This design comes from an exercise in tuning for small area, a short achievable clock period and few clock cycles on the open sky130 flow, not from production work. Only simulation tests tie the RTL to the original design; equivalence was not proved.

### design/flow/config.mk
export PLATFORM = sky130hd
export DESIGN_NAME = TPU
export DESIGN_NICKNAME = TPU
export VERILOG_FILES = /design/flow/design.v
export SDC_FILE = /design/flow/constraint.sdc
export NUM_CORES = 4
export LEC_CHECK = 0
export CAP_MARGIN = 20
export CORE_MARGIN = 2
export CORE_UTILIZATION = 40
export SLEW_MARGIN = 20
### design/flow/constraint.sdc
create_clock -name core_clock -period 8.0 [get_ports {clk}]
set_input_delay 1.6000 -clock core_clock [delete_from_list [all_inputs] [get_ports {clk}]]
set_output_delay 1.6000 -clock core_clock [all_outputs]
set_load 0.01 [all_outputs]
### design/flow/design.v
module TPU(
    clk,
    rst_n,
    in_valid,
    K,
    M,
    N,
    busy,
    A_wr_en,
    A_index,
    A_data_in,
    A_data_out,
    B_wr_en,
    B_index,
    B_data_in,
    B_data_out,
    C_wr_en,
    C_index,
    C_data_in,
    C_data_out
);
input clk;
input rst_n;
input            in_valid;
input [7:0]      K;
input [7:0]      M;
input [7:0]      N;
output  reg      busy;
output           A_wr_en;
output [15:0]    A_index;
output [31:0]    A_data_in;
input  [31:0]    A_data_out;
output           B_wr_en;
output [15:0]    B_index;
output [31:0]    B_data_in;
input  [31:0]    B_data_out;
output           C_wr_en;
output [15:0]    C_index;
output [127:0]   C_data_in;
input  [127:0]   C_data_out;
parameter STATE_IDLE =      'd0;
parameter STATE_CALC =      'd1;
parameter STATE_WRITE =     'd2;
parameter STATE_OUTPUT =    'd3;
genvar idx, idy;
reg     [1:0] current_state, next_state;
reg     [5:0] cnt;           
reg     [5:0] subcnt;        
reg     [8:0] tile_cycle;    
reg     [1:0] write_cycle;   
wire    last_tile, last_tiles;
wire    not_finish_feedsig, finish_tile, finish_tiles, finish_calc, finish_write;
reg     [1:0] last_write_cycle;
reg     [7:0] A_row, A_col, B_row, B_col;
wire    [5:0] A_row_tile, B_col_tile;
reg     [127:0] C_data_in_reg;
reg     [7:0] in_left_buf_arr[3:0][3:0], in_top_buf_arr[3:0][3:0];
reg     pe_reset;
wire    [7:0] in_left_arr[3:0][3:0], in_top_arr[3:0][3:0];
wire    [7:0] out_bot_arr[3:0][3:0], out_right_arr[3:0][3:0];
wire    [31:0] out_sum_arr[3:0][3:0];
always @(posedge clk or negedge rst_n) begin
    if (!rst_n) current_state <= STATE_IDLE;
    else        current_state <= next_state;
end
always @(*) begin
    next_state = current_state;
    case (current_state)
        STATE_IDLE: if (in_valid)       next_state = STATE_CALC;
        STATE_CALC: if (finish_tile)    next_state = STATE_WRITE;
        STATE_WRITE: begin
            if (finish_write) begin
                if (finish_calc)        next_state = STATE_OUTPUT;
                else                    next_state = STATE_CALC;
            end
        end
        STATE_OUTPUT:                   next_state = STATE_IDLE;
        default:                        next_state = current_state;
    endcase
end
assign last_tile =          (B_col_tile == subcnt);
assign last_tiles =         (A_row_tile == cnt);
assign not_finish_feedsig = (current_state == STATE_CALC) && (tile_cycle <= A_col - 1);
assign finish_tile =        (tile_cycle == A_col + 6);
assign finish_tiles =       (last_tile) && (finish_tile);
assign finish_calc =        (last_tiles) && (finish_tiles);
assign finish_write =       (current_state == STATE_WRITE) && (write_cycle == 3);
always @(posedge clk or negedge rst_n) begin
    if (!rst_n)                 cnt <= 0;
    else if (finish_write) begin
        if (finish_calc)        cnt <= 0;
        else if (finish_tiles)  cnt <= cnt + 1;  
    end
end
always @(posedge clk or negedge rst_n) begin
    if (!rst_n)             subcnt <= 0;
    else if (finish_write) begin
        if (finish_tiles)   subcnt <= 0;
        else                subcnt <= subcnt + 1;  
    end
end
always @(posedge clk or negedge rst_n) begin
    if (!rst_n)                                                 tile_cycle <= 0;
    else if ((current_state == STATE_CALC) && (!finish_tile))   tile_cycle <= tile_cycle + 1;  
    else if (finish_write)                                      tile_cycle <= 0;
end
always @(posedge clk or negedge rst_n) begin
    if (!rst_n)                             write_cycle <= 0;
    else if (current_state == STATE_WRITE)  write_cycle <= write_cycle + 1;  
end
always @(posedge clk or negedge rst_n) begin
    if (!rst_n)                             busy <= 0;
    else if (in_valid)                      busy <= 1;
    else if (current_state == STATE_OUTPUT) busy <= 0;
end
assign A_wr_en =    0;
assign A_index =    cnt * A_col + tile_cycle;
assign A_data_in =  0;
assign B_wr_en =    0;
assign B_index =    subcnt * B_row + tile_cycle;
assign B_data_in =  0;
assign C_wr_en =    (current_state == STATE_WRITE) && !(last_tiles && (|A_row[1:0]) && (A_row[1:0] <= write_cycle));  
assign C_index =    (subcnt * A_row + cnt * 4) + write_cycle;  
assign C_data_in =  C_data_in_reg;
always @(*) begin
    case (write_cycle)
        'd0:        C_data_in_reg = {out_sum_arr[0][0], out_sum_arr[0][1], out_sum_arr[0][2], out_sum_arr[0][3]};
        'd1:        C_data_in_reg = {out_sum_arr[1][0], out_sum_arr[1][1], out_sum_arr[1][2], out_sum_arr[1][3]};
        'd2:        C_data_in_reg = {out_sum_arr[2][0], out_sum_arr[2][1], out_sum_arr[2][2], out_sum_arr[2][3]};
        'd3:        C_data_in_reg = {out_sum_arr[3][0], out_sum_arr[3][1], out_sum_arr[3][2], out_sum_arr[3][3]};
        default:    C_data_in_reg = 0;
    endcase
end
always @(posedge clk or negedge rst_n) begin
    if (!rst_n) begin
        A_row <= 0;
        A_col <= 0;
        B_col <= 0;
    end
    else if (in_valid) begin
        A_row <= M;
        A_col <= K;
        B_col <= N;
    end
end
always @(*) begin
    B_row = A_col;
end
assign A_row_tile = A_row[7:2] + |A_row[1:0] - 1;  
assign B_col_tile = B_col[7:2] + |B_col[1:0] - 1;  
generate
    for (idx=0; idx<4; idx=idx+1) begin
        always @(posedge clk or negedge rst_n) begin
            if (!rst_n)                     in_left_buf_arr[idx][idx] <= 0;
            else if (not_finish_feedsig)    in_left_buf_arr[idx][idx] <= A_data_out[(3-idx)*8+7:(3-idx)*8];
            else                            in_left_buf_arr[idx][idx] <= 0;
        end
        always @(posedge clk or negedge rst_n) begin
            if (!rst_n)                     in_top_buf_arr[idx][idx] <= 0;
            else if (not_finish_feedsig)    in_top_buf_arr[idx][idx] <= B_data_out[(3-idx)*8+7:(3-idx)*8];
            else                            in_top_buf_arr[idx][idx] <= 0;
        end
    end
    for (idx=1; idx<4; idx=idx+1) begin
        for (idy=0; idy< idx; idy=idy+1) begin
            always @(posedge clk or negedge rst_n) begin
                if (!rst_n) in_left_buf_arr[idx][idy] <= 0;
                else        in_left_buf_arr[idx][idy] <= in_left_buf_arr[idx][idy+1];
            end
            always @(posedge clk or negedge rst_n) begin
                if (!rst_n) in_top_buf_arr[idx][idy] <= 0;
                else        in_top_buf_arr[idx][idy] <= in_top_buf_arr[idx][idy+1];
            end
        end
    end
endgenerate
always @(posedge clk or negedge rst_n) begin
    if (!rst_n) pe_reset <= 1;
    else        pe_reset <= finish_write;
end
generate
    for (idx=0; idx<4; idx=idx+1) begin
        assign in_left_arr[idx][0] = in_left_buf_arr[idx][0];
    end
    for (idx=0; idx<4; idx=idx+1) begin
        for (idy=1; idy<4; idy=idy+1) begin
            assign in_left_arr[idx][idy] = out_right_arr[idx][idy-1];
        end
    end
    for (idy=0; idy<4; idy=idy+1) begin
        assign in_top_arr[0][idy] = in_top_buf_arr[idy][0];
    end
    for (idx=1; idx<4; idx=idx+1) begin
        for (idy=0; idy<4; idy=idy+1) begin
            assign in_top_arr[idx][idy] = out_bot_arr[idx-1][idy];
        end
    end
endgenerate
generate
    for (idx=0; idx<4; idx=idx+1) begin
        for (idy=0; idy<4; idy=idy+1) begin
            PE pe(
                .clk        (clk),
                .rst_n      (rst_n),
                .reset      (pe_reset),
                .in_top     (in_top_arr     [idx][idy]),
                .in_left    (in_left_arr    [idx][idy]),
                .out_bot    (out_bot_arr    [idx][idy]),
                .out_right  (out_right_arr  [idx][idy]),
                .out_sum    (out_sum_arr    [idx][idy])
            );
        end
    end
endgenerate
endmodule
module PE (
    clk,
    rst_n,
    reset,
    in_top,
    in_left,
    out_bot,
    out_right,
    out_sum
);
input clk;
input rst_n;
input reset;
input       [ 7:0]  in_top, in_left;
output reg  [ 7:0]  out_bot, out_right;
output reg  [31:0]  out_sum;
always @(posedge clk or negedge rst_n) begin
    if (!rst_n)     out_sum <= 0;
    else if (reset) out_sum <= 0;
    else            out_sum <= out_sum + in_top * in_left;
end
always @(posedge clk or negedge rst_n) begin
    if (!rst_n)     out_bot <= 0;
    else            out_bot <= in_top;
end
always @(posedge clk or negedge rst_n) begin
    if (!rst_n)     out_right <= 0;
    else            out_right <= in_left;
end
endmodule
### design/flow/run.sh
#!/bin/bash
# synth_recipe.tcl (not shown) runs the flow's synth.tcl, then flattens the netlist and writes it again
# the make line also repeats each setting of config.mk as NAME=value (left out here)
make -C /OpenROAD-flow-scripts/flow DESIGN_CONFIG=/design/flow/config.mk WORK_HOME=/design/flow/orfs CLKGATE_MAP_FILE= SYNTH_SCRIPT=/design/flow/synth_recipe.tcl finish
==> impl_results.md <==
- Clock tree buffer depth: 3
- Die Wd: 471.8 um
- Crit Path Category: register to primary output
- DRT antenna net count: 0
- Post-synth EDFFs: 0
- CP Data Arrival Time: 5.97 ns
- Core Box Area: 217,400 um2
- Final Max Slew Viols: 0
- Hold crit path type: register to register
- Setup TNS Final: 0 ns
- Post-Syn Instances: 9,346
- Slew margin rel.: 22.25%
- FMAX: 132.2 MHz
- CTS Hold Bufs: 0
- Slew @ Worst Pin: 1.166 ns
- Max incr delay on CP: 0.84 ns
- First-pass DRT Iterations: 14
- Die boundary height: 471.8 um
- Multi-input combinational cell area: 58,980 um2
- Maxcap violations: 0
- Post-synth ARST share: 100.0%
- CTS tree: done
- Crit path max fanout: 18
- FP Rows: 171
- RSZ-0062 raised after global routing: false
- First-pass GRT wire length: approximately 380,000 um
- Final Core Density: between 40% and 50%
- Mean Syn Cell Area: around 9.4 um2
- Worst-path clk slew: 0.06 ns
- Total wire length: 233,500 um
- Skew final: 0.08998 ns
- Main flop type after synthesis: dfrtp_1
- Outcome: finished clean
- Pin count of the biggest net entering global routing: 218
- Final layout net count: 11,460
- CP Buf/Inv Count: 2
- Full die area: about 220,000 um2
- Crit share post-route: 94.58%
- Share of cells above drive strength 1: 3.386%
- Final Hold Viols: 0
- Synth top area cells: dfrtp_1 26%, fa_1 16%, ha_1 14%
- Fill cells: 20,860
- GRT Util Overall: a little over a fifth
- GPL Wtd Cong: 0.8908
- CP most frequent cell: fa_1
- Post-synth design cell area: between 80,000 and 90,000 um2
- Clk sinks: 915
- # H-tree levels: 3
- Synth warn: 6
- Seq/Total Area, Yosys: 26.16%
- Post-synth top area share: 26.13%
- Critical path's top delay family: adder cells
- Worst EP required: between 6 and 7 ns
- Top-level I/O count: 463
- Port buffer count: 266
- Vias/cell: 5.334
- Via count: 66,740
- DRC violations left: 0
- Startpoint types: register
- Min Tclk post-route: 7.566 ns
- Yosys top cell by area: dfrtp_1
- Number of synthesized register bits: approximately 900
- Root buffer cell: clkbuf_16
- Setup violations, final: 0
- CP max-delay cell: dfrtp_1
- CTS buffer count: between 100 and 150
- Register Area: around 23,000 um2
- Synth unique cells: 96
- CP Capture Type: primary output
- Initial antenna violation count: 4
- Wire per inst: 18.66 um
- Grt ovf: 0
- Starting Density: about two fifths
- P&R area growth vs syn: 10.98%
- Worst skew pair latency: 0.80 ns
- CP Cell Sequence: nand2_1 > fa_1 > fa_1 > fa_1 > inv_1 > fa_1 > ha_1 > nand2_1 > o21ai_0 > or3_1 > a32o_1 > o221a_2 > nor2_1 > xnor2_1 > clkdlybuf4s50_1
- Vias in the first global route: roughly 70,000
- DP HPWL: 183,600 um
- Initial DRC Count: 4,571
-- cell type report --
class / instances / share of cell area (%)
inverter: 1248 / 4.822
tap: 2854 / 3.676
clock buffer: 149 / 3.211
timing repair buffer: 311 / 3.223
antenna: 2 / 0.005152
clock inverter: 53 / 0.7664
multi-input combinational: 6981 / 60.71
sequential: 915 / 23.58
-- state kept, by name (all words and copies together), names as in the netlist --
register                      flops
A_row                             8
tile_cycle                        9
write_cycle                       2
genblk7.genblk1.pe.out_sum      512
pe_reset                          1
B_col                             8
cnt                               6
A_col                             8
in_left_buf_arr                  80
in_top_buf_arr                   80
busy                              1
genblk7.genblk1.pe.out_right     96
subcnt                            6
current_state                     2
genblk7.genblk1.pe.out_bot       96
-- routing by layer --
layer	track usage [%]	share of wire, %	vias to the layer above
met5	0	0	-
met4	6.582	3.2	0
met3	2.415	4.0	316
met2	36.49	50	1395
met1	27.12	43	33480
li1	-	-	31550
-- cell usage in the layout (no fill, tap or decap), types with 21 or more instances in the layout --
cell type	Yosys	final
or3_1	73	72
nor4_1	41	41
a2111oi_0	23	23
nand2_1	538	538
mux2i_1	134	134
o31ai_1	36	36
o21a_1	70	70
and3_1	83	83
nor3_1	133	133
a31oi_1	40	40
a21oi_1	442	442
nand2b_1	76	75
nand4_1	70	70
and4_1	21	21
and2_1	944	944
fa_1	684	684
o21bai_1	27	27
a211oi_1	122	122
ha_1	994	990
a21o_1	168	168
or2_2	32	32
nor2b_1	106	106
o21ai_0	226	226
dfrtp_1	914	909
nand3_1	146	146
clkbuf_8	0	22
inv_1	1248	1248
xor2_1	232	232
xnor2_1	383	383
nor2_1	655	655
conb_1	1	68
a222oi_1	130	130
buf_4	69	35
clkdlybuf4s50_1	0	265
clkbuf_16	0	110
-- kinds of logic after synthesis --
kind of cell    after synthesis  synth area share, %
compound gates             1478                11.44
simple gates               2988                17.77
mux                         154                1.794
buf+inv                    1517                6.821
xor+xnor                    615                6.154
flops                       915                26.16
fa+ha+maj                  1678                29.85
other cells                   1             0.004284
-- metrics by stage --
stage          hold WS (ns)  setup WS, ns  instance area (um2)  instances
2_1_floorplan        0.3312         1.814                87780       9413
3_3_place_gp         0.3316        0.7772                93260      12310
3_5_place_dp         0.3347        0.7449                93260      12310
4_1_cts              0.3390        0.1182                97130      12510
5_1_grt              0.3451       0.08322                97130      12510
6_report             0.3404        0.4336                97140      12510
-- path summary, 6_finish.rpt --
kind                                                         to  cells after the start  slack, ns              startpoint
max                                                 C_index[13]                     15       0.43               subcnt[5]
min                                       in_left_buf_arr[1][3]                      0       0.34   in_left_buf_arr[0][3]
max reg2reg                genblk7[0].genblk1[0].pe.out_sum[20]                     22       0.70  in_left_buf_arr[15][7]
min reg2reg                               in_left_buf_arr[1][3]                      0       0.34   in_left_buf_arr[0][3]
max in group asynchronous                  in_top_buf_arr[5][7]                      3       5.31                   rst_n
min in group asynchronous   genblk7[0].genblk1[0].pe.out_bot[7]                      1       0.84                   rst_n
-- Yosys cell counts, types with 40 or more instances --
master	count
a211oi_1	122
a21o_1	168
a21oi_1	442
a222oi_1	130
a31oi_1	40
and2_1	944
and3_1	83
buf_4	69
clkbuf_1	176
dfrtp_1	914
fa_1	684
ha_1	994
inv_1	1248
mux2i_1	134
nand2_1	538
nand2b_1	76
nand3_1	146
nand4_1	70
nor2_1	655
nor2b_1	106
nor3_1	133
nor4_1	41
o21a_1	70
o21ai_0	226
or3_1	73
xnor2_1	383
xor2_1	232
-- what timing repair did --
action	CTS	global route
hold endpoints to repair	0	0
setup buffers	0	0
endpoints found under the setup margin	0	6
resized for setup	0	5
Testbench counts, summed over its fixed seeds: cycles 160,404.

-- static timing again, ports no longer ideal --
No port has a modelled driver above. Below, the same layout with a new extraction and two added sets of constraints.
Step 1 assumes that a clkbuf_16 drives the clock port and a buf_2 every other input.
Step 2, shift: input delay + t, output delay - t, t = (earliest + latest rising clock arrival at the registers) / 2. This alone moves slack from input paths to output paths.
Slacks: no drivers / after step 1 / after step 2; pairs: no drivers / after step 1.
shift t [ns]: 0.853
setup slack, ns: 0.434 / 0.341 / 0.699
worst setup path after step 2: register to register
cell pins on the clock port's net: 1
After both steps setup and hold are still met in this run. The setup slack of this run moves by -0.093 ns with the drivers and by +0.265 ns with both steps.
